Optimization exercise on an open flow, not production practice. RTL: at most simulated, not proved equivalent. Function not checked: runs 6 to 8. Power: default activity.

===== config.mk =====
export PLATFORM = sky130hd
export DESIGN_NAME = image_processor
export DESIGN_NICKNAME = image_processor
export VERILOG_FILES = /design/flow/design.v
export SDC_FILE = /design/flow/constraint.sdc
export NUM_CORES = 4
export LEC_CHECK = 0
export CAP_MARGIN = 20
export CORE_MARGIN = 2
export CORE_UTILIZATION = 65
export PLACE_DENSITY = 0.75
export SLEW_MARGIN = 20

===== constraint.sdc =====
create_clock -name core_clock -period 6.0 [get_ports {clk}]
set_input_delay 1.2000 -clock core_clock [delete_from_list [all_inputs] [get_ports {clk}]]
set_output_delay 1.2000 -clock core_clock [all_outputs]
set_load 0.01 [all_outputs]

===== design.v =====
module gray_converter(
    input [23:0] rgb_in,
    output [7:0] rgb_out 
);
assign rgb_out = (rgb_in[7:0] >> 4) + (rgb_in[15:8] >> 1) + (rgb_in[23:16] >> 2);
endmodule
module line_buffer #(parameter DEPTH = 100, parameter DATA_WIDTH = 8, parameter RESET = 0) (
    input clk,
    input rst_n,
    input shift_en,
    input [DATA_WIDTH-1:0] data_in,
    output logic [DEPTH*DATA_WIDTH-1:0] taps
);
if (RESET) begin : g_rst
    always_ff @(posedge clk or negedge rst_n) begin
        if (!rst_n)
            taps <= '0;
        else if (shift_en)
            taps <= {taps[(DEPTH-1)*DATA_WIDTH-1:0], data_in};
    end
end else begin : g_norst
    always_ff @(posedge clk) begin
        if (shift_en)
            taps <= {taps[(DEPTH-1)*DATA_WIDTH-1:0], data_in};
    end
end
endmodule
module row_fifo_manager #(parameter WIDTH = 100, parameter DATA_WIDTH = 8) (
    input clk,
    input rst_n,
    input shift_en,
    input [DATA_WIDTH-1:0] data_in,
    output logic [DATA_WIDTH-1:0] p11, p12, p13,
    output logic [DATA_WIDTH-1:0] p21, p22, p23,
    output logic [DATA_WIDTH-1:0] p31, p32, p33
);
localparam N = DATA_WIDTH;
logic [3*N-1:0] row3, row2, row1;
logic [(WIDTH-2)*N-1:0] gap1;
logic [(WIDTH-3)*N-1:0] gap2;
logic [7:0] cnt;
logic [N-1:0] to_row2, to_row1;
always_ff @(posedge clk or negedge rst_n) begin
    if (!rst_n)
        cnt <= '0;
    else if (shift_en && cnt != 8'(2*WIDTH+1))
        cnt <= cnt + 8'd1;
end
assign to_row2 = gap1[(WIDTH-2)*N-1 -: N] & {N{cnt > 8'(WIDTH)}};
assign to_row1 = gap2[(WIDTH-3)*N-1 -: N] & {N{cnt > 8'(2*WIDTH)}};
line_buffer #(.DEPTH(3), .DATA_WIDTH(N), .RESET(1)) lb_r3 (.clk, .rst_n, .shift_en,
    .data_in(data_in), .taps(row3));
line_buffer #(.DEPTH(WIDTH-2), .DATA_WIDTH(N), .RESET(0)) lb_g1 (.clk, .rst_n, .shift_en,
    .data_in(row3[3*N-1 -: N]), .taps(gap1));
line_buffer #(.DEPTH(3), .DATA_WIDTH(N), .RESET(1)) lb_r2 (.clk, .rst_n, .shift_en,
    .data_in(to_row2), .taps(row2));
line_buffer #(.DEPTH(WIDTH-3), .DATA_WIDTH(N), .RESET(0)) lb_g2 (.clk, .rst_n, .shift_en,
    .data_in(row2[3*N-1 -: N]), .taps(gap2));
line_buffer #(.DEPTH(3), .DATA_WIDTH(N), .RESET(1)) lb_r1 (.clk, .rst_n, .shift_en,
    .data_in(to_row1), .taps(row1));
assign {p33, p32, p31} = row3;
assign {p23, p22, p21} = row2;
assign {p13, p12, p11} = row1;
endmodule
module pixel_matrix_3x3;
endmodule
module sobel_kernel #(
    parameter THRESHOLD = 350
)(
    input  logic clk,
    input  logic rst_n,
    input  logic [7:0] p11, p12, p13,
    input  logic [7:0] p21, p22, p23,
    input  logic [7:0] p31, p32, p33,
    output logic edge_out
);
    localparam int T = THRESHOLD / 2;
    logic signed [10:0] d, a, b;
    logic signed [10:0] s12, s13, s21, s23, s11, s31, s32, s33;
    logic e1, e2, e3;
    always_comb begin
        s11 = {3'b0, p11}; s12 = {3'b0, p12}; s13 = {3'b0, p13};
        s21 = {3'b0, p21}; s23 = {3'b0, p23};
        s31 = {3'b0, p31}; s32 = {3'b0, p32}; s33 = {3'b0, p33};
        d = s23 - s21;
        a = d + (s12 + s13) - (s31 + s32);
        b = d + (s32 + s33) - (s11 + s12);
    end
    always_ff @(posedge clk or negedge rst_n) begin
        if (!rst_n) begin
            e1 <= 1'b0; e2 <= 1'b0; e3 <= 1'b0; edge_out <= 1'b0;
        end else begin
            e1 <= (a > T) || (a < -T) || (b > T) || (b < -T);
            e2 <= e1;
            e3 <= e2;
            edge_out <= e3;
        end
    end
endmodule
module image_processor #(parameter WIDTH = 100, parameter DATA_WIDTH = 8) (
    input clk,
    input rst_n,
    input shift_en,
    input [3*DATA_WIDTH-1:0] data_in,
    output logic [3*DATA_WIDTH-1:0] out_pixel
);
logic [DATA_WIDTH-1:0] gray_px;
logic [DATA_WIDTH-1:0] p11, p12, p13, p21, p22, p23, p31, p32, p33;
logic edge_px;
gray_converter gc(.rgb_in(data_in), .rgb_out(gray_px));
row_fifo_manager #(.WIDTH(100), .DATA_WIDTH(8)) rfm (.clk(clk), .rst_n(rst_n), .shift_en(shift_en),
                      .data_in(gray_px),
                      .p11(p11), .p12(p12), .p13(p13),
                      .p21(p21), .p22(p22), .p23(p23),
                      .p31(p31), .p32(p32), .p33(p33));
sobel_kernel #(.THRESHOLD(350)) kernel (
        .clk, .rst_n,
        .p11, .p12, .p13, .p21, .p22, .p23, .p31, .p32, .p33,
        .edge_out(edge_px)
    );
assign out_pixel = {3*DATA_WIDTH{edge_px}};
endmodule

===== flow/run.sh =====
#!/bin/bash
# Own flow: the standard layout (standard.sh, standard synthesis and
# floorplan/power grid unchanged), with the clock tree built from larger
# sink clusters and without dummy loads, and the ports buffered with the
# smallest buffer. Each step's full log stays in orfs/logs/; make's own
# output goes to standard.log.
set -euo pipefail
cd "$(dirname "$0")/.."
export CTS_ARGS="-sink_clustering_enable -repair_clock_nets -sink_clustering_size ${CTS_SIZE:-30} -sink_clustering_max_diameter ${CTS_DIAM:-60} -dont_use_dummy_load"
export BUFFER_PORTS_ARGS="-buffer_cell sky130_fd_sc_hd__buf_1"
bash standard.sh > standard.log 2>&1

===== standard.sh =====
#!/bin/bash
# synth_recipe.tcl (not shown) runs the flow's synth.tcl, then flattens the netlist and writes it again
# the make line also repeats each setting of config.mk as NAME=value (left out here)
make -C /OpenROAD-flow-scripts/flow DESIGN_CONFIG=/design/flow/config.mk WORK_HOME=/design/flow/orfs CLKGATE_MAP_FILE= SYNTH_SCRIPT=/design/flow/synth_recipe.tcl "${@:-finish}"

==> impl_metrics.toml, run 1 <==
[sta]
finClkSkew_ns = 0.0853
final.setup.worst_slack_ns = 1.73
setup-violations-final = 0
rsz0062_at_grt = "no"
slew_headroom_pct = 24.2
final.setup.tns_ns = 0
tightest_slew_ns = 1.14
finalCriticalPeriod_ns = 4.27
post-route-period-util_pct = 71.2
finalHoldViolations = 0
slew_violations = 0
max_freq_ghz = 0.234

[clock_tree]
cts_resized = 0
cts_hold_buf = 0
clkTransAtPathRegs_ns = 0.10
cts_buffers = 87
cts_setup_buffers = 0
cts_sinks = 1644
cts_root_buffer = "clkbuf_16"
cts_tree = "done"
cts_max_level = 3
clk_latency_ns = 0.66
cts_buffer_depth = 3

[critical_path]
critPathSlowestCell = "fa_1"
cp_slowest_stage_delay_ns = 0.50
worst-setup-path-type = "reg -> reg"
cp.required_ns = 6.46
crit_top_cell = "inv_1"
critPathArrivalTime_ns = 4.73
crit_buf_inv = 3
cp-start-kind = "flip-flop"
critPathTopFamily = "compound AO/OA/AOI/OAI gates"
end_kind = "flip-flop"
path_cells = "inv_1 > ha_1 > inv_1 > fa_1 > a21o_1 > a21oi_1 > xor2_1 > fa_1 > inv_1 > ha_1 > o21ai_0 > o21ai_0 > a211oi_1 > o21bai_1 > a22oi_1 > nand2_1 > nor3_1 > o22ai_1"
cp_max_fo = 8

[yosys]
synth_compound_area_share_pct = 1.83
synth_xor_area_share_pct = 0.832
ys_warn_count = 5
mappedNetlistArea_sq_mm = 0.0534
yosys.cell_types.count = 50
synth_fa_ha_area_share_pct = 2.76
synth-async-reset-ratio_pct = 5.11
synth-seq-cells = 1644
synth_nets = 2346
yosysSeqAreaShare_pct = 91.6
synth_flop_cell = "edfxtp_1"
synth_mux_area_share_pct = 1.07
synthSimpleGateAreaFrac_pct = 0.696
avgSynthCellArea_sq_um = 24.1
synth_cells = 2218
synth_edf_count = 1560
synth_top_family_by_area = "adder cells"

[routing]
wire_per_inst_um = 20.4
via_count = 19155
antenna_left = 0
via_per_inst = 5.63
drt_iter0_drc = 1927
dr.pass1.iters = 5
drc = 0
wirelength_um = 69500

[worst_hold_path]
hold_class = "reg -> reg"

[layout]
layoutNonFillerInstCount = 3404
fillers = 4680
nNetsFinal = 2464
fin_area_sq_mm = 0.0572
area_delta_synth_final_pct = 7.08
antenna_cells = 0
final_util_pct = 70.0
layout-drive-gt1-share_pct = 7.24
multi_input_area_sq_mm = 0.00384
seq_area_sq_mm = 0.0489

[power_and_ir_drop]
p_switching_uw = 5220
clockPowerShare_pct = 25.7
peakVddDrop_mv = 0.310
swShare_pct = 23.4
power_density_mw_per_mm2 = 391
p_comb_share_pct = 13.2
power_frac_seq_pct = 61.2
leakage_uw = 0.0198
internal_power_uw = 17100

[placement]
io_buffer_count = 43
dp.cells = 3317
post-place-ws_ns = 1.79
place_area_sq_mm = 0.0550
hpwl_um = 32800
place_congestion = 0.801

[outcome]
status = "timing/DRC/antenna clean"

[grt]
track_usage_pct = 16.4
grt_max_degree = 195
grt_pass1_wl_um = 107000
grt_overflow = 0
grt_antenna_before_repair = 1
first_global_vias = 18944

[floorplanning]
die_y_um = 291
ioPinCount = 51
coreArea_sq_mm = 0.0817
rows = 105
die_area_sq_mm = 0.0845
start_util_pct = 65.4
die_x_um = 291

[job]
max_cap_violations = 0
-- path summary, 6_finish.rpt --
path                                    start            endpoint  slack, ns  cells after the start
max                        rfm.lb_r2.taps[16]           kernel.e1       1.73                     18
min                        rfm.lb_g1.taps[42]  rfm.lb_g1.taps[50]       0.35                      0
max reg2reg                rfm.lb_r2.taps[16]           kernel.e1       1.73                     18
min reg2reg                rfm.lb_g1.taps[42]  rfm.lb_g1.taps[50]       0.35                      0
max in group asynchronous               rst_n  rfm.lb_r1.taps[17]       4.63                      2
min in group asynchronous               rst_n  rfm.lb_r3.taps[23]       0.68                      2
-- through the flow --
stage          hold WS (ns)  total power [uW]
2_1_floorplan         0.331             15900
3_3_place_gp          0.339             16700
3_5_place_dp          0.343             16800
4_1_cts               0.344             22600
5_1_grt               0.352             23300
6_report              0.346             22300
-- worst register-to-register path: stages (launching register included) --
cell      delay, ns
dfrtp_1        0.39
inv_1          0.07
ha_1           0.16
inv_1          0.05
fa_1           0.41
a21o_1         0.25
a21oi_1        0.18
xor2_1         0.40
fa_1           0.50
inv_1          0.07
ha_1           0.30
o21ai_0        0.16
o21ai_0        0.16
a211oi_1       0.33
o21bai_1       0.12
a22oi_1        0.21
nand2_1        0.07
nor3_1         0.14
o22ai_1        0.11
-- synth_stat cells (all sizes together) (18+ instances only) --
master  count  area share, %
a21o       18           0.26
o21ai      49           0.46
fa         28            1.0
ha         73            1.7
a21oi      38           0.38
buf        25           0.35
inv       108           0.76
mux2       49            1.0
xnor2      30           0.51
nor2       25           0.18
edfxtp   1560             88
xor2       19           0.33
nand2      25           0.18
dfrtp      84            3.9
-- state kept, by name (all words and copies together), names as in the netlist, 8 cells and up --
register and cells:
rfm.lb_g1.taps 784, rfm.lb_g2.taps 776, rfm.lb_r1.taps 24, rfm.lb_r2.taps 24, rfm.lb_r3.taps 24, rfm.cnt 8
-- power by group through the flow --
| stage | registers [uW] | clock network [uW] | logic, uW |
|---|---|---|---|
| final | 13700 | 5740 | 2940 |
| after global placement | 13900 | 0 | 2820 |
| after global routing | 13700 | 6270 | 3330 |
| after CTS | 13700 | 5960 | 2950 |
| after floorplan | 13800 | 0 | 2190 |
| after detailed placement | 13900 | 0 | 2940 |
-- kinds of logic (layout without fill, tap and decap cells) --
logic type | Yosys count | after routing
AND/OR/NAND/NOR | 80 | 80
multiplexers | 51 | 51
buffers and inverters | 142 | 258
XOR/XNOR | 49 | 49
AO/OA/AOI/OAI | 151 | 151
flip-flops | 1644 | 1644
adder cells (fa/ha/maj) | 101 | 101
-- routing by layer --
metal | global-route usage (%) | wire length (um)
met1 | 25.7 | 33100
met2 | 25.1 | 32200
met3 | 2.55 | 2760
met4 | 4.04 | 1370
met5 | 0 | 0
-- area by class of cell --
class / instances / share of cell area (%)
Sequential cell: 1644 / 85.6
Tap cell: 1070 / 2.34
Timing Repair Buffer: 63 / 0.849
Multi-Input combinational cell: 432 / 6.71
Inverter: 108 / 0.709
Clock buffer: 87 / 3.81
-- placed cells by master, fill, tap and decap left out, types with 5 or more instances in the layout --
cell       instances
a211oi_1           6
xor2_1            18
a21o_1            17
buf_4              6
a21oi_1           36
nand2_1           25
nand3_1            6
o21bai_1           9
fa_1              28
nor3_1             5
inv_1            108
clkbuf_16         87
ha_1              73
mux2_2            49
o22ai_1            9
o21ai_0           47
buf_12            13
buf_1             41
edfxtp_1        1560
dfrtp_1           84
xnor2_1           29
nor2_1            25
nand2b_1           7
o21a_1             6
==> inputs of run 2 (changes only) <==
--- a/flow/run.sh
+++ b/flow/run.sh
@@ -10,2 +10,3 @@
 export BUFFER_PORTS_ARGS="-buffer_cell sky130_fd_sc_hd__buf_1"
 bash standard.sh > standard.log 2>&1
+cp -r orfs/logs flow_logs 2>/dev/null || true
==> run 2 against run 1 <==
Against the previous run: combinational power barely moved; global-route usage did not move; design area did not move; critical path type unchanged; via count did not move; synthesized cell count did not move; sequential share of layout area did not move; die area did not move; worst hold slack did not move.
==> impl_metrics.toml, run 2 <==
[grt]
track_usage_pct = 16.4
grt_overflow = 0
grt_antenna_before_repair = 1
grt_max_degree = 195
grt_pass1_wl_um = 107000
first_global_vias = 18944

[sta]
holdWs_ns = 0.346
final.setup.tns_ns = 0
finClkSkew_ns = 0.0853
post-route-period-util_pct = 71.2
slew_violations = 0
finalCriticalPeriod_ns = 4.27
slew_headroom_pct = 24.2
max_freq_ghz = 0.234
setup-violations-final = 0
finalHoldViolations = 0
tightest_slew_ns = 1.14
final.setup.worst_slack_ns = 1.73
rsz0062_at_grt = "no"

[power_and_ir_drop]
power_density_mw_per_mm2 = 391
total_power_uw = 22300
peakVddDrop_mv = 0.310
leakage_uw = 0.0198

[floorplanning]
die_area_sq_mm = 0.0845
coreArea_sq_mm = 0.0817
die_x_um = 291
start_util_pct = 65.4
die_y_um = 291
rows = 105
ioPinCount = 51

[layout]
area_delta_synth_final_pct = 7.08
final_common_cell = "edfxtp_1"
layout_common_cells = "edfxtp_1 (1560), inv_1 (108), clkbuf_16 (87)"
largest_reg_flops = 784
top_regs = "rfm.lb_g1.taps: 784 flops, rfm.lb_g2.taps: 776 flops"
final_util_pct = 70.0
layout-drive-gt1-share_pct = 7.24
antenna_cells = 0
nNetsFinal = 2464
largest-register = "rfm.lb_g1.taps"

[critical_path]
crit_start = "rfm.lb_r2.taps[16]"
cp.required_ns = 6.46
end_kind = "flip-flop"
cp-start-kind = "flip-flop"
timing.rr.end = "kernel.e1"
crit_end = "kernel.e1"
worst-setup-path-type = "reg -> reg"
r2r_slack_ns = 1.73
reg2regPathDepth = 18
critPathArrivalTime_ns = 4.73
timing.rr.start = "rfm.lb_r2.taps[16]"
cp_max_fo = 8

[placement]
place_congestion = 0.801
post-place-ws_ns = 1.79
io_buffer_count = 43
hpwl_um = 32800

[clock_tree]
cts_max_level = 3
clkTransAtPathRegs_ns = 0.10
cts_root_buffer = "clkbuf_16"
cts_setup_buffers = 0
cts_tree = "done"
cts_buffers = 87
clk_latency_ns = 0.66
cts_sinks = 1644
cts_resized = 0
cts_buffer_depth = 3
cts_hold_buf = 0

[routing]
via_per_inst = 5.63
antenna_left = 0
drc = 0
wirelength_um = 69500
wire_per_inst_um = 20.4
via_count = 19155
dr.pass1.iters = 5
drt_iter0_drc = 1927

[yosys]
synthSimpleGateAreaFrac_pct = 0.696
synth_xor_area_share_pct = 0.832
synth.area.top_cells = "edfxtp_1 (88%), dfrtp_1 (3.9%), ha_1 (1.7%)"
mappedNetlistArea_sq_mm = 0.0534
synth_flop_cell = "edfxtp_1"
synth_top_area_share_pct = 87.7
synth-seq-cells = 1644
avgSynthCellArea_sq_um = 24.1
synth_compound_area_share_pct = 1.83
synth_nets = 2346
synth_top_family_by_area = "adder cells"
synth_cells = 2218
yosys.cell_types.count = 50
synth_edf_count = 1560
synth_fa_ha_area_share_pct = 2.76
synth_top_cell_by_area = "edfxtp_1"
synth_mux_area_share_pct = 1.07
yosysMostFrequentCell = "edfxtp_1"
ys_warn_count = 5
synthTopCellsByCount = "edfxtp_1 (1560), inv_1 (108), dfrtp_1 (84)"
synth-async-reset-ratio_pct = 5.11
yosysSeqAreaShare_pct = 91.6

[outcome]
status = "timing/DRC/antenna clean"

[job]
max_cap_violations = 0

[worst_hold_path]
hold_class = "reg -> reg"
## run 2: cell counts in the layout (fill, tap and decap cells not counted)
No cell type changed its count.
## run 2: metrics by stage
stage          std cells  cell area (sq um)
5_1_grt             3404              57200
2_1_floorplan       2218              53400
3_5_place_dp        3317              55000
3_3_place_gp        3317              55000
4_1_cts             3404              57200
6_report            3404              57200
## run 2: worst min-delay path by stage
stage | depth (start not counted) | slack [ns] | startpoint | to
global placement | 0 | 0.34 | kernel.e2 | kernel.e3
detailed placement | 0 | 0.34 | kernel.e3 | kernel.edge_out
floorplan | 0 | 0.33 | kernel.e1 | kernel.e2
CTS | 0 | 0.34 | rfm.lb_g1.taps[42] | rfm.lb_g1.taps[50]
global route | 0 | 0.35 | rfm.lb_g1.taps[10] | rfm.lb_g1.taps[18]
finish | 0 | 0.35 | rfm.lb_g1.taps[42] | rfm.lb_g1.taps[50]
## run 2: area by class of cell
class,count,area (sq um)
fillers,4680,24500
repair buffers,63,485
inverters,108,405
well taps,1070,1340
clock buffers,87,2180
flip-flops and latches,1644,48900
multi-input cells,432,3840
## run 2: kinds of logic (layout without fill, tap and decap cells)
family | count (synthesis) | count (layout)
muxes | 51 | 51
and+or+nand+nor | 80 | 80
buffers and inverters | 142 | 258
AOI/OAI and AO/OA | 151 | 151
adders and majority gates | 101 | 101
xor gates and xnor gates | 49 | 49
DFF | 1644 | 1644
## run 2: critical path, cell delays in order, from the launching register on
cell	delay, ns
dfrtp_1	0.39
inv_1	0.07
ha_1	0.16
inv_1	0.05
fa_1	0.41
a21o_1	0.25
a21oi_1	0.18
xor2_1	0.40
fa_1	0.50
inv_1	0.07
ha_1	0.30
o21ai_0	0.16
o21ai_0	0.16
a211oi_1	0.33
o21bai_1	0.12
a22oi_1	0.21
nand2_1	0.07
nor3_1	0.14
o22ai_1	0.11
## run 2: power by group
group	internal (uW)	total, uW	switching, uW
clock network	2580	5740	3160
registers	13400	13700	315
logic	1190	2940	1750
total	17100	22300	5220
## run 2: per-layer routing
metal	up-vias	wire length, um	global-route usage (%)
met5	-	0	0
met4	0	1370	4.04
met3	94	2760	2.55
met2	392	32200	25.1
met1	9966	33100	25.7
li1	8703	-	-
==> inputs of run 3 (changes only) <==
--- a/config.mk
+++ b/config.mk
@@ -8,5 +8,4 @@
 export CAP_MARGIN = 20
 export CORE_MARGIN = 2
-export CORE_UTILIZATION = 65
-export PLACE_DENSITY = 0.75
+export CORE_UTILIZATION = 40
 export SLEW_MARGIN = 20
==> run 3 against run 2 <==
Against the previous run: die area increased by 62%; critical endpoint unchanged; sequential share of layout area down 1.8 points; first-iteration DRC count down 12%; still clean; clock-buffer cell count grew 7; power grew 0.84%; design area increased by 2.1%; flip-flop and latch count unchanged; clock skew is 0.032 ns lower; synthesized cell count stayed put; register-to-register slack is essentially flat; non-clock buffer count grew 12.
==> impl_metrics.toml, run 3 <==
[placement]
place_congestion = 0.793
place_area_sq_mm = 0.0561
hpwl_um = 32500
io_buffer_count = 43

[routing]
wire_per_inst_um = 15.5
via_count = 19006
dr.pass1.iters = 5
wirelength_um = 64000
via_per_inst = 4.61
drt_iter0_drc = 1695
antenna_left = 0
drc = 0

[grt]
first_global_vias = 18735
grt_antenna_before_repair = 3
grt_pass1_wl_um = 102000
grt_max_degree = 157
grt_overflow = 0
track_usage_pct = 9.25

[critical_path]
cp_max_fo = 8
cp-start-kind = "flip-flop"
cp_slowest_stage_delay_ns = 0.49
worst-setup-path-type = "reg -> reg"
crit_buf_inv = 3
cp.required_ns = 6.51
critPathTopFamily = "compound AO/OA/AOI/OAI gates"
cp.depth = 18
crit_top_cell = "inv_1"
critPathArrivalTime_ns = 4.78
reg2regPathDepth = 18
critPathSlowestCell = "fa_1"
path_cells = "inv_1 > ha_1 > inv_1 > fa_1 > a21o_1 > a21oi_1 > xor2_1 > fa_1 > inv_1 > ha_1 > o21ai_0 > o21ai_0 > a211oi_1 > o21bai_1 > a22oi_1 > nand2_1 > nor3_1 > o22ai_1"
end_kind = "flip-flop"

[clock_tree]
cts_hold_buf = 0
cts_buffers = 94
cts_resized = 0
clk_latency_ns = 0.67
cts_buffer_depth = 3
cts_sinks = 1644
cts_setup_buffers = 0
cts_tree = "done"
cts_root_buffer = "clkbuf_16"
clkTransAtPathRegs_ns = 0.08
cts_max_level = 3

[yosys]
yosys.cell_types.count = 50
synth_edf_count = 1560
yosysMostFrequentCell = "edfxtp_1"
synth_top_cell_by_area = "edfxtp_1"
synth-seq-cells = 1644
synth_cells = 2218
synth_flop_cell = "edfxtp_1"
mappedNetlistArea_sq_mm = 0.0534
synth_top_area_share_pct = 87.7
synth.area.top_cells = "edfxtp_1 (88%), dfrtp_1 (3.9%), ha_1 (1.7%)"
yosysSeqAreaShare_pct = 91.6
avgSynthCellArea_sq_um = 24.1
synth_nets = 2346
ys_warn_count = 5
synthTopCellsByCount = "edfxtp_1 (1560), inv_1 (108), dfrtp_1 (84)"
synth-async-reset-ratio_pct = 5.11

[floorplanning]
die_y_um = 369
rows = 134
start_util_pct = 40.2
die_area_sq_mm = 0.136
coreArea_sq_mm = 0.133
ioPinCount = 51
die_x_um = 369

[layout]
fillers = 10979
fin_area_sq_mm = 0.0584
largest_reg_flops = 784
area_delta_synth_final_pct = 9.35
nNetsFinal = 2483
layout-drive-gt1-share_pct = 7.99
top_regs = "rfm.lb_g1.taps: 784 flops, rfm.lb_g2.taps: 776 flops"
largest-register = "rfm.lb_g1.taps"
final_common_cell = "edfxtp_1"
layout_common_cells = "edfxtp_1 (1560), inv_1 (108), clkbuf_16 (94)"
antenna_cells = 0

[outcome]
status = "timing/DRC/antenna clean"

[sta]
slew_violations = 0
slew_headroom_pct = 34.1
final.setup.tns_ns = 0
post-route-period-util_pct = 71.2
finalCriticalPeriod_ns = 4.27
finalHoldViolations = 0
setup-violations-final = 0
rsz0062_at_grt = "no"
finClkSkew_ns = 0.0531
tightest_slew_ns = 0.989
max_freq_ghz = 0.234

[power_and_ir_drop]
power_frac_seq_pct = 60.5
internal_power_uw = 17300
peakVddDrop_mv = 0.359
swShare_pct = 23.1
power_density_mw_per_mm2 = 386
clockPowerShare_pct = 26.4
p_comb_share_pct = 13.2
leakage_uw = 0.0200
p_switching_uw = 5220
total_power_uw = 22500

[worst_hold_path]
hold_class = "in -> async"

[job]
max_cap_violations = 0
## run 3: worst register-to-register path: cells and delay by family, from the launching register on
kind / cells / cell delay [ns]
AO/OA/AOI/OAI: 8 / 1.53
flip-flops: 1 / 0.38
AND/OR/NAND/NOR: 2 / 0.22
adder cells (fa/ha/maj): 4 / 1.36
XOR/XNOR: 1 / 0.42
buffers and inverters: 3 / 0.20
## run 3: cell type report
cell class / instances / area [sq um] / share of cell area (%)
clock buffers: 94 / 2350 / 4.03
inverters: 108 / 405 / 0.694
multi-input cells: 432 / 3840 / 6.57
flip-flops and latches: 1644 / 48900 / 83.8
well taps: 1768 / 2210 / 3.79
repair buffers: 75 / 651 / 1.11
## run 3: cell families after synthesis
kind of cell | Yosys count | synth area share (%)
DFF | 1644 | 91.6
and+or+nand+nor | 80 | 0.696
adders and majority gates | 101 | 2.76
muxes | 51 | 1.07
buffers and inverters | 142 | 1.17
AOI/OAI and AO/OA | 151 | 1.83
xor gates and xnor gates | 49 | 0.832
## run 3: power groups by stage
stage | clock [uW] | sequential (uW) | combinational [uW]
finish | 5940 | 13600 | 2970
global route | 6620 | 13700 | 3350
CTS | 6240 | 13600 | 2940
detailed placement | 0 | 13900 | 2940
global placement | 0 | 13900 | 2800
floorplan | 0 | 13800 | 2190
## run 3: path summary, 6_finish.rpt
check | from | to | slack (ns)
setup reg to reg | rfm.lb_r2.taps[16] | kernel.e1 | 1.73
max in group asynchronous | rst_n | rfm.lb_r3.taps[7] | 4.65
setup / recovery | rfm.lb_r2.taps[16] | kernel.e1 | 1.73
min in group core_clock | kernel.e3 | kernel.edge_out | 0.36
hold / removal | rst_n | kernel.edge_out | 0.34
hold reg to reg | kernel.e3 | kernel.edge_out | 0.36
## run 3: per-stage QoR
step | cells | util, % | hold slack (ns) | worst slack (ns)
after floorplan | 2218 | - | 0.331 | 2.31
after global placement | 4027 | 42.2 | 0.341 | 1.76
after CTS | 4121 | 43.9 | 0.268 | 1.76
after detailed placement | 4027 | 42.2 | 0.345 | 1.82
after global routing | 4121 | 43.9 | 0.279 | 1.35
final | 4121 | 43.9 | 0.338 | 1.73
## run 3: routing by layer
metal / wire length (um) / track usage [%] / part of all wire (%) / up-vias
li1: - / - / - / 8742
met1: 33100 / 14.6 / 52 / 9844
met2: 26400 / 12.6 / 41 / 293
met3: 2670 / 2.03 / 4.2 / 127
met4: 1760 / 3.12 / 2.8 / 0
met5: 0 / 0 / 0 / -
==> inputs of run 4 (changes only) <==
==> run.sh (new file) <==
#!/bin/bash
# synth_recipe.tcl (not shown) runs the flow's synth.tcl, then flattens the netlist and writes it again
# the make line also repeats each setting of config.mk as NAME=value (left out here)
make -C /OpenROAD-flow-scripts/flow DESIGN_CONFIG=/design/flow/config.mk WORK_HOME=/design/flow/orfs CLKGATE_MAP_FILE= SYNTH_SCRIPT=/design/flow/synth_recipe.tcl finish
--- a/config.mk
+++ b/config.mk
@@ -9,3 +9,5 @@
 export CORE_MARGIN = 2
 export CORE_UTILIZATION = 40
+export CTS_CLUSTER_DIAMETER = 40
+export CTS_CLUSTER_SIZE = 40
 export SLEW_MARGIN = 20
removed: flow/run.sh
removed: standard.sh
==> run 4 against run 3 <==
Against the previous run: combinational power hardly changed; clock power is 78% higher; clock-buffer cell count is 80 higher; largest power group unchanged; first-iteration DRC count is 2.2% higher; still clean; final cell count is 4.5% higher; via count is 2.9% higher; critical endpoint unchanged; synthesized cell count stayed put.
==> impl_metrics.toml, run 4 <==
[outcome]
status = "timing/DRC/antenna clean"

[yosys]
synth_flop_cell = "edfxtp_1"
synth_top_cell_by_area = "edfxtp_1"
ys_warn_count = 5
avgSynthCellArea_sq_um = 24.1
synth_edf_count = 1560
synth_top_family_by_area = "adder cells"
synth_cells = 2218
synth.area.top_cells = "edfxtp_1 (88%), dfrtp_1 (3.9%), ha_1 (1.7%)"
synth-seq-cells = 1644
yosys.cell_types.count = 50
synthTopCellsByCount = "edfxtp_1 (1560), inv_1 (108), dfrtp_1 (84)"
synthSimpleGateAreaFrac_pct = 0.696
synth_compound_area_share_pct = 1.83
yosysSeqAreaShare_pct = 91.6
synth-async-reset-ratio_pct = 5.11
synth_nets = 2346
synth_mux_area_share_pct = 1.07
synth_top_area_share_pct = 87.7
synth_fa_ha_area_share_pct = 2.76
yosysMostFrequentCell = "edfxtp_1"
mappedNetlistArea_sq_mm = 0.0534
synth_xor_area_share_pct = 0.832

[sta]
tightest_slew_ns = 1.10
rsz0062_at_grt = "no"
slew_violations = 0
max_freq_ghz = 0.232
final.setup.tns_ns = 0
finalHoldViolations = 0
setup-violations-final = 0
slew_headroom_pct = 26.7
finalCriticalPeriod_ns = 4.31
post-route-period-util_pct = 71.9
finClkSkew_ns = 0.0337

[floorplanning]
die_x_um = 369
rows = 134
ioPinCount = 51
start_util_pct = 40.2
die_area_sq_mm = 0.136
die_y_um = 369
coreArea_sq_mm = 0.133

[layout]
antenna_cells = 0
top_regs = "rfm.lb_g1.taps: 784 flops, rfm.lb_g2.taps: 776 flops"
fin_area_sq_mm = 0.0619
fillers = 10709
final_common_cell = "edfxtp_1"
layout_common_cells = "edfxtp_1 (1560), clkbuf_16 (168), inv_1 (108)"
layout-drive-gt1-share_pct = 14.1
largest_reg_flops = 784
nNetsFinal = 2533
area_delta_synth_final_pct = 16.0
largest-register = "rfm.lb_g1.taps"

[power_and_ir_drop]
power_density_mw_per_mm2 = 439
leakage_uw = 0.0217
peakVddDrop_mv = 0.328

[routing]
wire_per_inst_um = 15.6
via_per_inst = 4.54
via_count = 19561
drt_iter0_drc = 1733
antenna_left = 0
wirelength_um = 67000
dr.pass1.iters = 5
drc = 0

[grt]
grt_overflow = 0
track_usage_pct = 9.79
grt_max_degree = 200
first_global_vias = 19694
grt_pass1_wl_um = 107000
grt_antenna_before_repair = 2

[placement]
place_area_sq_mm = 0.0561
hpwl_um = 31400
io_buffer_count = 43
place_congestion = 0.731

[critical_path]
cp_max_fo = 4
cp_slowest_stage_delay_ns = 0.47
cp-start-kind = "flip-flop"
path_cells = "ha_1 > nor2b_1 > o21ai_0 > a21oi_1 > o21ai_0 > nand2b_1 > a21o_2 > a21oi_1 > xor2_1 > fa_1 > inv_1 > ha_1 > o21a_1 > o31a_1 > nor2_1 > a2bb2oi_1 > and4_1 > o22ai_1"
critPathTopFamily = "compound AO/OA/AOI/OAI gates"
crit_buf_inv = 1
critPathSlowestCell = "fa_1"
cp.required_ns = 6.62
timing.rr.end = "kernel.e1"
r2r_slack_ns = 1.69
critPathArrivalTime_ns = 4.93
reg2regPathDepth = 18
end_kind = "flip-flop"
worst-setup-path-type = "reg -> reg"
timing.rr.start = "rfm.lb_r2.taps[17]"

[job]
max_cap_violations = 0

[clock_tree]
clkTransAtPathRegs_ns = 0.08
cts_resized = 0
cts_sinks = 1644
cts_buffer_depth = 3
cts_max_level = 4
cts_tree = "done"
cts_hold_buf = 0
cts_root_buffer = "clkbuf_16"
clk_latency_ns = 0.76
cts_buffers = 162
cts_setup_buffers = 0

[worst_hold_path]
hold_class = "in -> async"
## run 4: cell counts after synthesis
Identical to the previous run, type by type.
## run 4: worst max-delay path by stage
stage	from	end	slack, ns	cells after the start
detailed placement	rfm.lb_r2.taps[17]	kernel.e1	1.70	18
global route	rfm.lb_r2.taps[16]	kernel.e1	1.33	18
floorplan	rfm.lb_r2.taps[16]	kernel.e1	2.31	17
finish	rfm.lb_r2.taps[17]	kernel.e1	1.69	18
global placement	rfm.lb_r1.taps[8]	kernel.e1	1.72	19
CTS	rfm.lb_r2.taps[17]	kernel.e1	1.68	18
## run 4: per-stage QoR
stage	utilization, %	hold WS, ns	power (uW)	instances	worst slack, ns
after detailed placement	42.2	0.336	16800	4009	1.70
after global placement	42.2	0.337	16800	4009	1.72
final	46.6	0.214	27200	4307	1.69
after global routing	46.6	0.156	28500	4307	1.33
after CTS	46.6	0.139	27600	4307	1.68
after floorplan	-	0.331	15900	2218	2.31
## run 4: cell type report
cell class	instances	area [sq um]	share of cell area, %
Sequential cell	1644	48900	79.0
Timing Repair Buffer	57	692	1.12
Tap cell	1768	2210	3.57
Clock inverter	124	1600	2.59
Inverter	108	405	0.655
Clock buffer	174	4240	6.84
Multi-Input combinational cell	432	3840	6.20
## run 4: cells by family (layout without fill, tap and decap cells)
family / after synthesis / count (layout)
simple gates: 80 / 80
buf+inv: 142 / 463
xor+xnor: 49 / 49
compound gates: 151 / 151
fa+ha+maj: 101 / 101
flops: 1644 / 1644
mux: 51 / 51
## run 4: where the power goes
part | switching, uW | internal (uW)
logic | 1730 | 1220
clock network | 4670 | 5940
registers | 279 | 13400
total | 6680 | 20500
## run 4: metal layers
metal	share of wire, %	global-route usage (%)
met3	4.5	2.84
met2	41	13.0
met4	2.6	3.88
met5	0	0
met1	51	15.1
## run 4: worst reg2reg max path: stages (launching register included)
cell and delay, ns:
dfrtp_1 0.43, ha_1 0.31, nor2b_1 0.13, o21ai_0 0.28, a21oi_1 0.16, o21ai_0 0.18, nand2b_1 0.12, a21o_2 0.23
a21oi_1 0.17, xor2_1 0.39, fa_1 0.47, inv_1 0.07, ha_1 0.26, o21a_1 0.18, o31a_1 0.11, nor2_1 0.13
a2bb2oi_1 0.27, and4_1 0.23, o22ai_1 0.07
==> inputs of run 5 (changes only) <==
--- a/config.mk
+++ b/config.mk
@@ -9,5 +9,5 @@
 export CORE_MARGIN = 2
 export CORE_UTILIZATION = 40
-export CTS_CLUSTER_DIAMETER = 40
-export CTS_CLUSTER_SIZE = 40
+export CTS_CLUSTER_DIAMETER = 60
+export CTS_CLUSTER_SIZE = 30
 export SLEW_MARGIN = 20
==> run 5 against run 4 <==
Against the previous run: critical path depth did not move; die area stayed put; combinational power about the same; worst hold slack improved by 0.056 ns; clock power down 27%; synthesized cell count unchanged; via count is 2.2% lower; power decreased by 10%; largest power group unchanged; highest routed layer unchanged.
==> impl_metrics.toml, run 5 <==
[outcome]
status = "timing/DRC/antenna clean"

[layout]
nNetsFinal = 2472
area_delta_synth_final_pct = 12.1
final_util_pct = 45.0
largest_reg_flops = 784
top_regs = "rfm.lb_g1.taps: 784 flops, rfm.lb_g2.taps: 776 flops"
antenna_cells = 0
layout_common_cells = "edfxtp_1 (1560), inv_1 (108), clkbuf_16 (103)"
largest-register = "rfm.lb_g1.taps"
final_common_cell = "edfxtp_1"
layout-drive-gt1-share_pct = 10.7

[floorplanning]
die_x_um = 369
die_y_um = 369
rows = 134
ioPinCount = 51
coreArea_sq_mm = 0.133
start_util_pct = 40.2
die_area_sq_mm = 0.136

[routing]
drc = 0
wirelength_um = 65600
drt_iter0_drc = 1775
antenna_left = 0
wire_per_inst_um = 15.6
via_count = 19125
dr.pass1.iters = 5
via_per_inst = 4.55

[clock_tree]
cts_setup_buffers = 0
clk_latency_ns = 0.73
cts_root_buffer = "clkbuf_16"
cts_buffer_depth = 3
clkTransAtPathRegs_ns = 0.09
cts_hold_buf = 0
cts_sinks = 1644
cts_max_level = 3
cts_resized = 0
cts_tree = "done"
cts_buffers = 101

[sta]
post-route-period-util_pct = 72.1
finalCriticalPeriod_ns = 4.32
slew_violations = 0
max_freq_ghz = 0.231
slew_headroom_pct = 25.6
setup-violations-final = 0
finClkSkew_ns = 0.0433
rsz0062_at_grt = "no"
final.setup.tns_ns = 0
tightest_slew_ns = 1.12
finalHoldViolations = 0

[critical_path]
timing.rr.end = "kernel.e1"
path_cells = "ha_1 > nor2b_1 > o21ai_0 > a21oi_1 > o21ai_0 > nand2b_1 > a21o_2 > a21oi_1 > xor2_1 > fa_1 > inv_1 > ha_1 > o21a_1 > o31a_1 > nor2_1 > a2bb2oi_1 > and4_1 > o22ai_1"
cp_slowest_stage_delay_ns = 0.47
end_kind = "flip-flop"
cp-start-kind = "flip-flop"
cp_max_fo = 4
cp.required_ns = 6.57
crit_start = "rfm.lb_r2.taps[17]"
timing.rr.start = "rfm.lb_r2.taps[17]"
crit_end = "kernel.e1"
critPathArrivalTime_ns = 4.89
cp.depth = 18
critPathTopFamily = "compound AO/OA/AOI/OAI gates"
reg2regPathDepth = 18
r2r_slack_ns = 1.68
crit_buf_inv = 1
worst-setup-path-type = "reg -> reg"
critPathSlowestCell = "fa_1"

[yosys]
synth_top_cell_by_area = "edfxtp_1"
yosysSeqAreaShare_pct = 91.6
mappedNetlistArea_sq_mm = 0.0534
yosysMostFrequentCell = "edfxtp_1"
synth_edf_count = 1560
synth-seq-cells = 1644
synth_flop_cell = "edfxtp_1"
avgSynthCellArea_sq_um = 24.1
yosys.cell_types.count = 50
synth_cells = 2218
synth_top_area_share_pct = 87.7
synthTopCellsByCount = "edfxtp_1 (1560), inv_1 (108), dfrtp_1 (84)"
synth-async-reset-ratio_pct = 5.11
synth.area.top_cells = "edfxtp_1 (88%), dfrtp_1 (3.9%), ha_1 (1.7%)"
synth_nets = 2346
ys_warn_count = 5

[job]
max_cap_violations = 0

[power_and_ir_drop]
p_comb_share_pct = 12.1
power_density_mw_per_mm2 = 407
peakVddDrop_mv = 0.260
internal_power_uw = 18200
clockPowerShare_pct = 32.0
power_frac_seq_pct = 55.9
p_switching_uw = 6120
swShare_pct = 25.1
leakage_uw = 0.0206

[placement]
io_buffer_count = 43
place_congestion = 0.731
hpwl_um = 31400

[grt]
grt_max_degree = 200
grt_antenna_before_repair = 2
first_global_vias = 18891
track_usage_pct = 9.46
grt_overflow = 0
grt_pass1_wl_um = 104000

[worst_hold_path]
hold_class = "in -> async"
-- run 5: cell counts after synthesis --
Identical to the previous run, type by type.
-- run 5: routing by layer --
layer / vias to the layer above / GRT usage, % / wire length (um)
met5: - / 0 / 0
met4: 0 / 3.15 / 1610
met3: 110 / 2.09 / 2250
met2: 215 / 12.7 / 27200
met1: 9975 / 15.1 / 34600
li1: 8825 / - / -
-- run 5: cells by family after synthesis --
group	share of synthesized area [%]
mux	1.07
flops	91.6
fa+ha+maj	2.76
buf+inv	1.17
xor+xnor	0.832
compound gates	1.83
simple gates	0.696
-- run 5: stage by stage --
step	cells	hold WS [ns]	total power (uW)	worst slack, ns	area (sq um)
CTS	4199	0.194	24700	1.64	59900
global placement	4009	0.337	16800	1.72	56100
finish	4199	0.270	24400	1.68	59900
floorplan	2218	0.331	15900	2.31	53400
detailed placement	4009	0.336	16800	1.70	56100
global route	4199	0.213	25600	1.32	59900
-- run 5: worst min-delay path by stage --
stage | end | cells after the start | startpoint | slack (ns)
after floorplan | kernel.e2 | 0 | kernel.e1 | 0.33
after global placement | kernel.edge_out | 0 | kernel.e3 | 0.34
after detailed placement | kernel.edge_out | 0 | kernel.e3 | 0.34
after CTS | kernel.e3 | 1 | rst_n | 0.19
after global routing | kernel.e3 | 1 | rst_n | 0.21
final | kernel.edge_out | 1 | rst_n | 0.27
-- run 5: layout make-up --
class | instances | area [sq um]
Clock buffer | 105 | 2580
Clock inverter | 85 | 1200
Fill cell | 10873 | 73100
Inverter | 108 | 405
Multi-Input combinational cell | 432 | 3840
Sequential cell | 1644 | 48900
Tap cell | 1768 | 2210
Timing Repair Buffer | 57 | 692
-- run 5: worst reg2reg max path: cells and delay by family (launching register included) --
family / cells / cell delay, ns
compound gates: 9 / 1.66
xor+xnor: 1 / 0.39
fa+ha+maj: 3 / 1.04
buf+inv: 1 / 0.07
flops: 1 / 0.44
simple gates: 4 / 0.59
-- run 5: power groups by stage --
stage | Combinational, uW | Clock [uW] | Sequential, uW
2_1_floorplan | 2190 | 0 | 13800
4_1_cts | 2980 | 8090 | 13600
5_1_grt | 3370 | 8510 | 13700
3_3_place_gp | 2920 | 0 | 13900
6_report | 2950 | 7790 | 13600
3_5_place_dp | 2970 | 0 | 13900
==> inputs of run 6 (changes only) <==
--- a/design.v
+++ b/design.v
@@ -77,13 +77,9 @@
     localparam int T = THRESHOLD / 2;
     logic signed [10:0] d, a, b;
-    logic signed [10:0] s12, s13, s21, s23, s11, s31, s32, s33;
     logic e1, e2, e3;
     always_comb begin
-        s11 = {3'b0, p11}; s12 = {3'b0, p12}; s13 = {3'b0, p13};
-        s21 = {3'b0, p21}; s23 = {3'b0, p23};
-        s31 = {3'b0, p31}; s32 = {3'b0, p32}; s33 = {3'b0, p33};
-        d = s23 - s21;
-        a = d + (s12 + s13) - (s31 + s32);
-        b = d + (s32 + s33) - (s11 + s12);
+        d = $signed({3'b0, p23}) - $signed({3'b0, p21});
+        a = d + $signed({2'b0, {1'b0, p12} + {1'b0, p13}}) - $signed({2'b0, {1'b0, p31} + {1'b0, p32}});
+        b = d + $signed({2'b0, {1'b0, p32} + {1'b0, p33}}) - $signed({2'b0, {1'b0, p11} + {1'b0, p12}});
     end
     always_ff @(posedge clk or negedge rst_n) begin
--- a/config.mk
+++ b/config.mk
@@ -9,5 +9,3 @@
 export CORE_MARGIN = 2
 export CORE_UTILIZATION = 40
-export CTS_CLUSTER_DIAMETER = 60
-export CTS_CLUSTER_SIZE = 30
 export SLEW_MARGIN = 20
==> run 6 against run 5 <==
Against the previous run: utilization rose by 0.78 points; sequential power barely moved; final cell count grew 2.2%; global-route usage up 0.26 points; power increased by 6.7%; first-iteration DRC count is 4.8% higher; critical path type unchanged; largest cell class unchanged.
==> impl_metrics.toml, run 6 <==
[routing]
dr.pass1.iters = 5
wirelength_um = 66500
wire_per_inst_um = 15.5
drt_iter0_drc = 1860
via_per_inst = 4.54
drc = 0
via_count = 19464
antenna_left = 0

[critical_path]
worst-setup-path-type = "reg -> reg"
path_cells = "ha_1 > fa_1 > a21oi_1 > nor2_1 > nor2_1 > o21bai_1 > a21oi_1 > xnor2_1 > fa_1 > inv_1 > ha_1 > o21a_1 > a211oi_1 > o21bai_1 > a22oi_1 > nand2_1 > nor3_1 > o22ai_1"
cp-start-kind = "flip-flop"
cp_max_fo = 4
end_kind = "flip-flop"
timing.rr.end = "kernel.e1"
critPathSlowestCell = "fa_1"
crit_end = "kernel.e1"
cp.required_ns = 6.60
cp_slowest_stage_delay_ns = 0.55
timing.rr.start = "rfm.lb_r3.taps[8]"
crit_buf_inv = 1
cp.depth = 18
critPathTopFamily = "compound AO/OA/AOI/OAI gates"
r2r_slack_ns = 1.68
reg2regPathDepth = 18
crit_start = "rfm.lb_r3.taps[8]"
critPathArrivalTime_ns = 4.92

[placement]
io_buffer_count = 43
post-place-ws_ns = 1.72
place_congestion = 0.769
hpwl_um = 32000

[outcome]
status = "timing/DRC/antenna clean"

[yosys]
synth_nets = 2345
synthTopCellsByCount = "edfxtp_1 (1560), inv_1 (108), dfrtp_1 (84)"
synth-async-reset-ratio_pct = 5.11
synth_top_cell_by_area = "edfxtp_1"
ys_warn_count = 5
synth-seq-cells = 1644
yosysMostFrequentCell = "edfxtp_1"
yosysSeqAreaShare_pct = 91.6
synth_edf_count = 1560
avgSynthCellArea_sq_um = 24.1
synth_top_area_share_pct = 87.7
synth.area.top_cells = "edfxtp_1 (88%), dfrtp_1 (3.9%), ha_1 (1.7%)"
mappedNetlistArea_sq_mm = 0.0534
synth_cells = 2217
synth_flop_cell = "edfxtp_1"
yosys.cell_types.count = 49

[sta]
slew_violations = 0
finalCriticalPeriod_ns = 4.32
finClkSkew_ns = 0.0196
post-route-period-util_pct = 72.0
finalHoldViolations = 0
setup-violations-final = 0
tightest_slew_ns = 1.02
rsz0062_at_grt = "no"
slew_headroom_pct = 31.7
final.setup.tns_ns = 0
max_freq_ghz = 0.231
final.setup.worst_slack_ns = 1.68

[clock_tree]
cts_buffer_depth = 3
cts_root_buffer = "clkbuf_16"
cts_resized = 0
clk_latency_ns = 0.75
cts_buffers = 153
cts_tree = "done"
cts_sinks = 1644
cts_hold_buf = 0
cts_max_level = 4
clkTransAtPathRegs_ns = 0.06
cts_setup_buffers = 0

[power_and_ir_drop]
leakage_uw = 0.0212
p_switching_uw = 6090
power_density_mw_per_mm2 = 427
swShare_pct = 23.4
peakVddDrop_mv = 0.390
power_frac_seq_pct = 52.5
clockPowerShare_pct = 35.6
p_comb_share_pct = 11.9
internal_power_uw = 19900

[layout]
fillers = 10768
nNetsFinal = 2526
layout_common_cells = "edfxtp_1 (1560), clkbuf_16 (154), inv_1 (108)"
multi_input_area_sq_mm = 0.00384
area_delta_synth_final_pct = 14.1
antenna_cells = 0
top_regs = "rfm.lb_g1.taps: 784 flops, rfm.lb_g2.taps: 776 flops"
largest_reg_flops = 784
final_util_pct = 45.8
seq_area_sq_mm = 0.0489
largest-register = "rfm.lb_g1.taps"
final_common_cell = "edfxtp_1"
layout-drive-gt1-share_pct = 11.4

[grt]
grt_max_degree = 202
use_met1_pct = 15.1
grt_overflow = 0
grt_most_used_layer = "met1"
met3_usage_pct = 2.47
grt_antenna_before_repair = 0
met2_usage_pct = 12.8
track_usage_pct = 9.72
first_global_vias = 19486
grt_pass1_wl_um = 106000

[floorplanning]
die_y_um = 369
rows = 134
start_util_pct = 40.2
coreArea_sq_mm = 0.133
ioPinCount = 51
die_x_um = 369
die_area_sq_mm = 0.136

[worst_hold_path]
hold_start = "kernel.e3"
hold_class = "reg -> reg"

[job]
max_cap_violations = 0
## run 6: cell count changes after synthesis, sizes merged
cell / previous run / this run
nor2b: 3 / 2
xnor2: 30 / 31
o21ai: 49 / 48
nand2: 25 / 26
a21o: 18 / 19
nand2b: 7 / 6
clkbuf: 9 / 10
buf: 25 / 24
nand3: 6 / 5
## run 6: routing by layer
metal / routed length (um) / share of wire, %
met1: 34500 / 52
met2: 27200 / 41
met3: 2980 / 4.5
met4: 1870 / 2.8
met5: 0 / 0
## run 6: through the flow
| stage | std cells | hold WS, ns | total power (uW) | instance area, sq um |
|---|---|---|---|---|
| CTS | 4290 | 0.365 | 26400 | 60900 |
| detailed placement | 4011 | 0.352 | 16900 | 56100 |
| finish | 4290 | 0.364 | 26000 | 60900 |
| global placement | 4011 | 0.347 | 16800 | 56100 |
| global route | 4290 | 0.379 | 27300 | 60900 |
| floorplan | 2217 | 0.331 | 16000 | 53400 |
## run 6: how the worst min path moves through the flow
stage          slack, ns  cells past startpoint               to
3_5_place_dp        0.35                      0  kernel.edge_out
5_1_grt             0.38                      0  kernel.edge_out
2_1_floorplan       0.33                      0        kernel.e2
4_1_cts             0.37                      0  kernel.edge_out
3_3_place_gp        0.35                      0        kernel.e3
6_report            0.36                      0  kernel.edge_out
## run 6: kinds of logic (layout without fill, tap and decap cells)
| family | after synthesis | in the layout | synth area share (%) |
|---|---|---|---|
| compound gates | 151 | 151 | 1.83 |
| xor+xnor | 50 | 50 | 0.848 |
| fa+ha+maj | 101 | 101 | 2.76 |
| buf+inv | 142 | 447 | 1.17 |
| flops | 1644 | 1644 | 91.6 |
| mux | 51 | 51 | 1.07 |
| simple gates | 78 | 78 | 0.675 |
## run 6: cell type report
type                    count  share of cell area [%]
clock buffers             192                    6.56
multi-input cells         431                    6.30
clock inverters            87                    1.38
repair buffers             60                    1.11
flip-flops and latches   1644                    80.3
well taps                1768                    3.63
inverters                 108                   0.665
## run 6: power groups by stage
stage / combinational, uW / clock, uW / sequential [uW]
finish: 3080 / 9260 / 13700
global route: 3490 / 10100 / 13700
CTS: 3070 / 9620 / 13700
detailed placement: 3060 / 0 / 13900
global placement: 2950 / 0 / 13900
floorplan: 2260 / 0 / 13800
==> inputs of run 7 (changes only) <==
==> design.v (replaced) <==
module gray_converter(
    input [23:0] rgb_in,
    output [7:0] rgb_out 
);
assign rgb_out = (rgb_in[7:0] >> 4) + (rgb_in[15:8] >> 1) + (rgb_in[23:16] >> 2);
endmodule
module line_buffer #(parameter DEPTH = 204, parameter DATA_WIDTH = 8) (
    input clk,
    input shift_en,
    input [DATA_WIDTH-1:0] data_in,
    output logic [DEPTH*DATA_WIDTH-1:0] taps
);
always_ff @(posedge clk) begin
    if (shift_en)
        taps <= {taps[(DEPTH-1)*DATA_WIDTH-1:0], data_in};
end
endmodule
module row_fifo_manager #(parameter WIDTH = 100, parameter DATA_WIDTH = 8) (
    input clk,
    input rst_n,
    input shift_en,
    input [DATA_WIDTH-1:0] data_in,
    output logic [DATA_WIDTH-1:0] p11, p12, p13,
    output logic [DATA_WIDTH-1:0] p21, p22, p23,
    output logic [DATA_WIDTH-1:0] p31, p32, p33
);
localparam DEPTH = 2*WIDTH + 4;
logic [DEPTH*DATA_WIDTH-1:0] taps;
logic [7:0] cnt;
line_buffer #(.DEPTH(DEPTH), .DATA_WIDTH(DATA_WIDTH)) lb (.clk(clk), .shift_en(shift_en),
                .data_in(data_in), .taps(taps));
always_ff @(posedge clk or negedge rst_n) begin
    if (!rst_n)
        cnt <= '0;
    else if (shift_en && cnt != DEPTH)
        cnt <= cnt + 8'd1;
end
function automatic [DATA_WIDTH-1:0] tap(input integer k);
    tap = taps[k*DATA_WIDTH +: DATA_WIDTH] & {DATA_WIDTH{cnt > k}};
endfunction
assign p31 = tap(0);
assign p32 = tap(1);
assign p33 = tap(2);
assign p21 = tap(WIDTH+1);
assign p22 = tap(WIDTH+2);
assign p23 = tap(WIDTH+3);
assign p11 = tap(2*WIDTH+1);
assign p12 = tap(2*WIDTH+2);
assign p13 = tap(2*WIDTH+3);
endmodule
module pixel_matrix_3x3;
endmodule
module sobel_kernel #(
    parameter THRESHOLD = 350
)(
    input  logic clk,
    input  logic rst_n,
    input  logic [7:0] p11, p12, p13,
    input  logic [7:0] p21, p22, p23,
    input  logic [7:0] p31, p32, p33,
    output logic edge_out
);
    logic signed [10:0] Gx, Gy;
    logic [10:0] abs_gx, abs_gy;
    logic [11:0] sum;
    logic e1, e2, e3;
    always_comb begin
        Gx = (p13 + (p23 << 1) + p33) - (p11 + (p21 << 1) + p31);
        Gy = (p11 + (p12 << 1) + p13) - (p31 + (p32 << 1) + p33);
        abs_gx = (Gx < 0) ? -Gx : Gx;
        abs_gy = (Gy < 0) ? -Gy : Gy;
        sum = abs_gx + abs_gy;
    end
    always_ff @(posedge clk or negedge rst_n) begin
        if (!rst_n) begin
            e1 <= 1'b0; e2 <= 1'b0; e3 <= 1'b0; edge_out <= 1'b0;
        end else begin
            e1 <= (sum > THRESHOLD);
            e2 <= e1;
            e3 <= e2;
            edge_out <= e3;
        end
    end
endmodule
module image_processor #(parameter WIDTH = 100, parameter DATA_WIDTH = 8) (
    input clk,
    input rst_n,
    input shift_en,
    input [3*DATA_WIDTH-1:0] data_in,
    output logic [3*DATA_WIDTH-1:0] out_pixel
);
logic [DATA_WIDTH-1:0] gray_px;
logic [DATA_WIDTH-1:0] p11, p12, p13, p21, p22, p23, p31, p32, p33;
logic edge_px;
gray_converter gc(.rgb_in(data_in), .rgb_out(gray_px));
row_fifo_manager #(.WIDTH(100), .DATA_WIDTH(8)) rfm (.clk(clk), .rst_n(rst_n), .shift_en(shift_en),
                      .data_in(gray_px),
                      .p11(p11), .p12(p12), .p13(p13),
                      .p21(p21), .p22(p22), .p23(p23),
                      .p31(p31), .p32(p32), .p33(p33));
sobel_kernel #(.THRESHOLD(350)) kernel (
        .clk, .rst_n,
        .p11, .p12, .p13, .p21, .p22, .p23, .p31, .p32, .p33,
        .edge_out(edge_px)
    );
assign out_pixel = {3*DATA_WIDTH{edge_px}};
endmodule
==> run 7 against run 6 <==
Against the previous run: now fails the layout checks on setup timing; flip-flop and latch count stayed put; combinational power grew to 4.1 times the previous value; clock power shrank 1%; power up 37%; final cell count rose by 7.2%; critical path depth is 13 higher; clock skew is 0.0068 ns higher; die area is 1.9% higher; clock-buffer cell count is 17 lower; first-iteration DRC count decreased by 2.6%.
==> impl_metrics.toml, run 7 <==
[outcome]
status = "failed layout checks"
violatedChecks = "setup timing"

[sta]
finalHoldViolations = 0
finalCriticalPeriod_ns = 6.84
holdWs_ns = 0.349
setup-violations-final = 1
tightest_slew_ns = 1.12
final.setup.worst_slack_ns = -0.837
slew_violations = 0
post-route-period-util_pct = 114
slew_headroom_pct = 25.4
finClkSkew_ns = 0.0264
max_freq_ghz = 0.146
final.setup.tns_ns = -0.837
rsz0062_at_grt = "yes"

[power_and_ir_drop]
p_comb_share_pct = 35.8
power_density_mw_per_mm2 = 554
clockPowerShare_pct = 25.7
swShare_pct = 29.6
peakVddDrop_mv = 1.35
p_switching_uw = 10500
internal_power_uw = 25000
power_frac_seq_pct = 38.5
total_power_uw = 35500
leakage_uw = 0.0225

[critical_path]
crit_buf_inv = 3
cp.required_ns = 6.65
cp_slowest_stage_delay_ns = 0.55
cp-start-kind = "flip-flop"
end_kind = "flip-flop"
worst-setup-path-type = "reg -> reg"
crit_top_cell = "ha_4"
critPathArrivalTime_ns = 7.49
cp_max_fo = 5
critPathTopFamily = "adder cells"
critPathSlowestCell = "fa_1"

[yosys]
synth_edf_count = 1632
synth_top_area_share_pct = 90.1
synth_top_cell_by_area = "edfxtp_1"
synth_flop_cell = "edfxtp_1"
synth-seq-cells = 1644
avgSynthCellArea_sq_um = 23.5
yosysSeqAreaShare_pct = 90.6
synth_nets = 2469
synth.area.top_cells = "edfxtp_1 (90%), ha_1 (1.9%), fa_1 (1.5%)"
synth_cells = 2320
yosysMostFrequentCell = "edfxtp_1"
mappedNetlistArea_sq_mm = 0.0544
ys_warn_count = 3
synth-async-reset-ratio_pct = 0.730
synthTopCellsByCount = "edfxtp_1 (1632), inv_1 (105), ha_1 (82)"
yosys.cell_types.count = 61

[layout]
fillers = 10885
nNetsFinal = 2855
largest-register = "rfm.lb.taps"
antenna_cells = 0
top_regs = "rfm.lb.taps: 1632 flops, rfm.cnt: 8 flops"
area_delta_synth_final_pct = 17.8
final_common_cell = "edfxtp_1"
layout_common_cells = "edfxtp_1 (1632), buf_4 (209), clkbuf_16 (150)"
largest_reg_flops = 1632
layout-drive-gt1-share_pct = 19.8

[clock_tree]
clk_latency_ns = 0.75
cts_sinks = 1644
cts_root_buffer = "clkbuf_16"
cts_buffer_depth = 3
clkTransAtPathRegs_ns = 0.06
cts_hold_buf = 0
cts_max_level = 4
cts_buffers = 149
cts_tree = "done"

[placement]
hpwl_um = 38600
io_buffer_count = 43
place_congestion = 0.792

[floorplanning]
die_x_um = 373
die_area_sq_mm = 0.139
start_util_pct = 40.2
die_y_um = 373
rows = 135
ioPinCount = 51
coreArea_sq_mm = 0.135

[worst_hold_path]
hold_class = "reg -> reg"

[grt]
first_global_vias = 21077
grt_overflow = 0
track_usage_pct = 10.4
grt_pass1_wl_um = 116000
grt_max_degree = 207
grt_antenna_before_repair = 3

[routing]
drt_iter0_drc = 1812
antenna_left = 0
dr.pass1.iters = 5
wirelength_um = 73600
via_count = 21034
drc = 0
wire_per_inst_um = 16.0
via_per_inst = 4.57

[job]
max_cap_violations = 0
-- run 7: repair_timing --
item / CTS / global route
hold endpoints to repair: 0 / 0
setup endpoints to repair: 1 / 1
cloned: 1 / 0
pin swaps: 14 / 78
gates resized for setup: 16 / 86
setup buffers: 5 / 12
-- run 7: power by group through the flow --
stage	Sequential, uW	Combinational, uW	Clock, uW
after floorplan	13800	6750	0
after detailed placement	13900	10900	0
after global placement	13900	10700	0
after CTS	13700	11700	9500
final	13600	12700	9130
after global routing	13700	14000	9950
-- run 7: path summary, 6_finish.rpt --
check	from	endpoint	slack [ns]	cells after the start
setup / recovery	rfm.cnt[0]	kernel.e1	-0.84	31
hold / removal	kernel.e3	kernel.edge_out	0.35	0
setup reg to reg	rfm.cnt[0]	kernel.e1	-0.84	31
hold reg to reg	kernel.e3	kernel.edge_out	0.35	0
max in group asynchronous	rst_n	rfm.cnt[5]	4.56	1
min in group asynchronous	rst_n	kernel.edge_out	0.92	1
-- run 7: metal layers --
metal | track usage [%] | wire length, um
met1 | 16.2 | 38200
met2 | 14.0 | 30500
met3 | 2.77 | 3370
met4 | 3.94 | 1610
met5 | 0 | 0
-- run 7: final cells by class --
cell class | instances | area, sq um | area share (%)
Clock buffer | 175 | 3850 | 6.00
Clock inverter | 90 | 913 | 1.42
Inverter | 105 | 394 | 0.615
Multi-Input combinational cell | 541 | 5190 | 8.09
Sequential cell | 1644 | 49300 | 76.9
Tap cell | 1781 | 2230 | 3.48
Timing Repair Buffer | 265 | 2220 | 3.47
-- run 7: worst register-to-register path, delay by kind of cell (launching register included) --
kind	cells	cell delay [ns]
AOI/OAI and AO/OA	10	1.78
buffers and inverters	3	0.24
and+or+nand+nor	8	1.67
xor gates and xnor gates	3	0.67
adders and majority gates	7	1.98
DFF	1	0.42
-- run 7: cells by family after synthesis --
group	count (synthesis)	share of synthesized area [%]
fa+ha+maj	122	3.36
xor+xnor	74	1.20
compound gates	153	1.89
flops	1644	90.6
simple gates	192	1.82
buf+inv	135	1.11
-- run 7: stage by stage --
step | util [%] | instance area (sq um) | std cells | setup slack (ns)
after global routing | 47.4 | 64100 | 4601 | -1.18
final | 47.4 | 64100 | 4601 | -0.837
after CTS | 47.0 | 63600 | 4590 | -0.956
after floorplan | - | 54700 | 2320 | -0.460
after detailed placement | 43.4 | 58700 | 4319 | -1.21
after global placement | 43.4 | 58700 | 4319 | -1.10
==> inputs of run 8 (changes only) <==
--- a/design.v
+++ b/design.v
@@ -61,14 +61,12 @@
     output logic edge_out
 );
-    logic signed [10:0] Gx, Gy;
-    logic [10:0] abs_gx, abs_gy;
-    logic [11:0] sum;
+    localparam logic [9:0] T = THRESHOLD / 2;
+    logic [9:0] a_pos, a_neg, b_pos, b_neg;
     logic e1, e2, e3;
     always_comb begin
-        Gx = (p13 + (p23 << 1) + p33) - (p11 + (p21 << 1) + p31);
-        Gy = (p11 + (p12 << 1) + p13) - (p31 + (p32 << 1) + p33);
-        abs_gx = (Gx < 0) ? -Gx : Gx;
-        abs_gy = (Gy < 0) ? -Gy : Gy;
-        sum = abs_gx + abs_gy;
+        a_pos = p12 + p13 + p23;
+        a_neg = p21 + p31 + p32;
+        b_pos = p23 + p32 + p33;
+        b_neg = p11 + p12 + p21;
     end
     always_ff @(posedge clk or negedge rst_n) begin
@@ -76,5 +74,6 @@
             e1 <= 1'b0; e2 <= 1'b0; e3 <= 1'b0; edge_out <= 1'b0;
         end else begin
-            e1 <= (sum > THRESHOLD);
+            e1 <= ({1'b0, a_pos} > a_neg + T) || ({1'b0, a_neg} > a_pos + T) ||
+                  ({1'b0, b_pos} > b_neg + T) || ({1'b0, b_neg} > b_pos + T);
             e2 <= e1;
             e3 <= e2;
==> run 8 against run 7 <==
Against the previous run: now clean on timing, DRC and antenna; global-route usage is 0.49 points higher; clock power is 5.1% higher; routed wire length is 6.1% higher; sequential share of layout area is 0.10 points higher; synthesized area is 1.4% higher; maximum frequency is 20% higher; combinational power is 75% lower; sequential power hardly changed; final cell count is 0.98% higher; first-iteration DRC count is 2.5% lower; clock skew is 0.00099 ns higher; non-clock buffer count is 90 lower; critical endpoint unchanged; largest power group unchanged; highest routed layer unchanged.
==> impl_metrics.toml, run 8 <==
[floorplanning]
start_util_pct = 40.2
rows = 136
ioPinCount = 51
die_x_um = 375
coreArea_sq_mm = 0.137
die_area_sq_mm = 0.141
die_y_um = 375

[layout]
layoutNonFillerInstCount = 4646
area_delta_synth_final_pct = 16.0
top_regs = "rfm.lb.taps: 1632 flops, rfm.cnt: 8 flops"
largest_reg_flops = 1632
nNetsFinal = 2873
antenna_cells = 0
fin_area_sq_mm = 0.0640
fillers = 11188
layout_common_cells = "edfxtp_1 (1632), clkbuf_16 (160), buf_4 (124)"
final_common_cell = "edfxtp_1"
final_util_pct = 46.7
largest-register = "rfm.lb.taps"
layout-drive-gt1-share_pct = 14.4

[yosys]
yosysMostFrequentCell = "edfxtp_1"
avgSynthCellArea_sq_um = 22.7
synth-async-reset-ratio_pct = 0.730
synth_cells = 2430
ys_warn_count = 3
mappedNetlistArea_sq_mm = 0.0552
synth_edf_count = 1632
synth.area.top_cells = "edfxtp_1 (89%), ha_1 (2.4%), xnor2_1 (1.0%)"
synth-seq-cells = 1644
synth_flop_cell = "edfxtp_1"
synth_top_cell_by_area = "edfxtp_1"
synth_nets = 2574
synth_top_area_share_pct = 88.8
synthTopCellsByCount = "edfxtp_1 (1632), ha_1 (108), xnor2_1 (64)"
yosys.cell_types.count = 79
yosysSeqAreaShare_pct = 89.3

[power_and_ir_drop]
power_density_mw_per_mm2 = 413
peakVddDrop_mv = 0.228
leakage_uw = 0.0223
total_power_uw = 26400

[sta]
finClkSkew_ns = 0.0274
slew_violations = 0
post-route-period-util_pct = 95.3
slew_headroom_pct = 32.7
finalCriticalPeriod_ns = 5.72
setup-violations-final = 0
tightest_slew_ns = 1.01
max_freq_ghz = 0.175
finalHoldViolations = 0

[placement]
place_congestion = 0.801
io_buffer_count = 43
hpwl_um = 40800
place_area_sq_mm = 0.0587
dp.cells = 4361

[routing]
drc = 0
wire_per_inst_um = 16.8
drt_iter0_drc = 1767
wirelength_um = 78100
via_count = 21828
dr.pass1.iters = 7
via_per_inst = 4.70
antenna_left = 0

[critical_path]
timing.rr.start = "rfm.cnt[7]"
critPathSlowestCell = "dfrtp_2"
end_kind = "flip-flop"
cp_max_fo = 9
worst-setup-path-type = "reg -> reg"
reg2regPathDepth = 29
critPathArrivalTime_ns = 6.35
cp.required_ns = 6.63
r2r_slack_ns = 0.28
cp-start-kind = "flip-flop"
timing.rr.end = "kernel.e1"
cp_slowest_stage_delay_ns = 0.44

[clock_tree]
cts_buffer_depth = 3
clkTransAtPathRegs_ns = 0.06
cts_root_buffer = "clkbuf_16"
cts_hold_buf = 0
cts_sinks = 1644
clk_latency_ns = 0.76
cts_buffers = 159
cts_tree = "done"
cts_max_level = 4

[grt]
first_global_vias = 21848
grt_max_degree = 190
track_usage_pct = 10.9
grt_overflow = 0
grt_pass1_wl_um = 122000
grt_antenna_before_repair = 2

[worst_hold_path]
hold_class = "reg -> reg"
hold_start = "kernel.e3"
hold_depth = 0
whs_endpoint = "kernel.edge_out"

[outcome]
status = "timing/DRC/antenna clean"

[job]
max_cap_violations = 0
[run 8: changes by cell type after synthesis, sizes merged, moves of 13 or more]
cell	previous run	this run
inv	105	63
fa	40	9
ha	82	108
nand2	64	38
o21a	4	25
o21ai	29	47
xnor2	49	64
nor2	29	42
nor2b	17	30
[run 8: worst max-delay path, delay by kind of cell (launching register included)]
family / cells / cell delay [ns]
compound gates: 9 / 1.55
flops: 1 / 0.44
fa+ha+maj: 4 / 0.99
xor+xnor: 2 / 0.35
mux: 1 / 0.15
simple gates: 9 / 1.53
buf+inv: 4 / 0.59
[run 8: per-stage QoR]
| step | setup WS [ns] | setup TNS (ns) | hold WS [ns] |
|---|---|---|---|
| floorplan | 0.373 | 0 | 0.331 |
| global placement | 0.0354 | 0 | 0.349 |
| detailed placement | -0.0161 | -0.0161 | 0.346 |
| CTS | 0.0317 | 0 | 0.358 |
| global route | -0.0129 | -0.0129 | 0.373 |
| finish | 0.283 | 0 | 0.360 |
[run 8: where the power goes]
group / switching [uW] / internal (uW)
logic: 1690 / 1490
clock network: 4090 / 5510
registers: 256 / 13400
[run 8: what timing repair did]
action	4_1_cts	5_1_grt
resized for setup	2	48
pin swaps	0	8
endpoints found under the setup margin	1	1
buffers inserted	0	1
[run 8: cells by family after synthesis]
group / after synthesis / share of synthesized area, %
AOI/OAI and AO/OA: 236 / 2.95
buffers and inverters: 100 / 0.877
xor gates and xnor gates: 96 / 1.57
muxes: 7 / 0.152
and+or+nand+nor: 227 / 2.27
adders and majority gates: 120 / 2.83
DFF: 1644 / 89.3
[run 8: layout make-up]
class	instances	area, sq um	area share, %
clock buffer	204	4200	6.56
clock inverter	80	902	1.41
inverter	63	236	0.369
multi-input combinational	686	5600	8.75
sequential	1644	49300	77.0
tap	1794	2240	3.51
timing repair buffer	175	1530	2.39
[run 8: worst max-delay path by stage]
stage / depth (start not counted) / end / startpoint
global placement: 27 / kernel.e1 / rfm.cnt[5]
floorplan: 28 / kernel.e1 / rfm.cnt[1]
detailed placement: 28 / kernel.e1 / rfm.cnt[0]
finish: 29 / kernel.e1 / rfm.cnt[7]
global route: 27 / kernel.e1 / rfm.cnt[2]
CTS: 28 / kernel.e1 / rfm.cnt[0]
[run 8: layer usage]
layer  up-vias  share of wire, %  track usage (%)
li1      10171                 -                -
met2       334                42             15.1
met1     11182                51             16.7
met5         -                 0                0
met3       141               4.1             2.90
met4         0               2.2             3.71
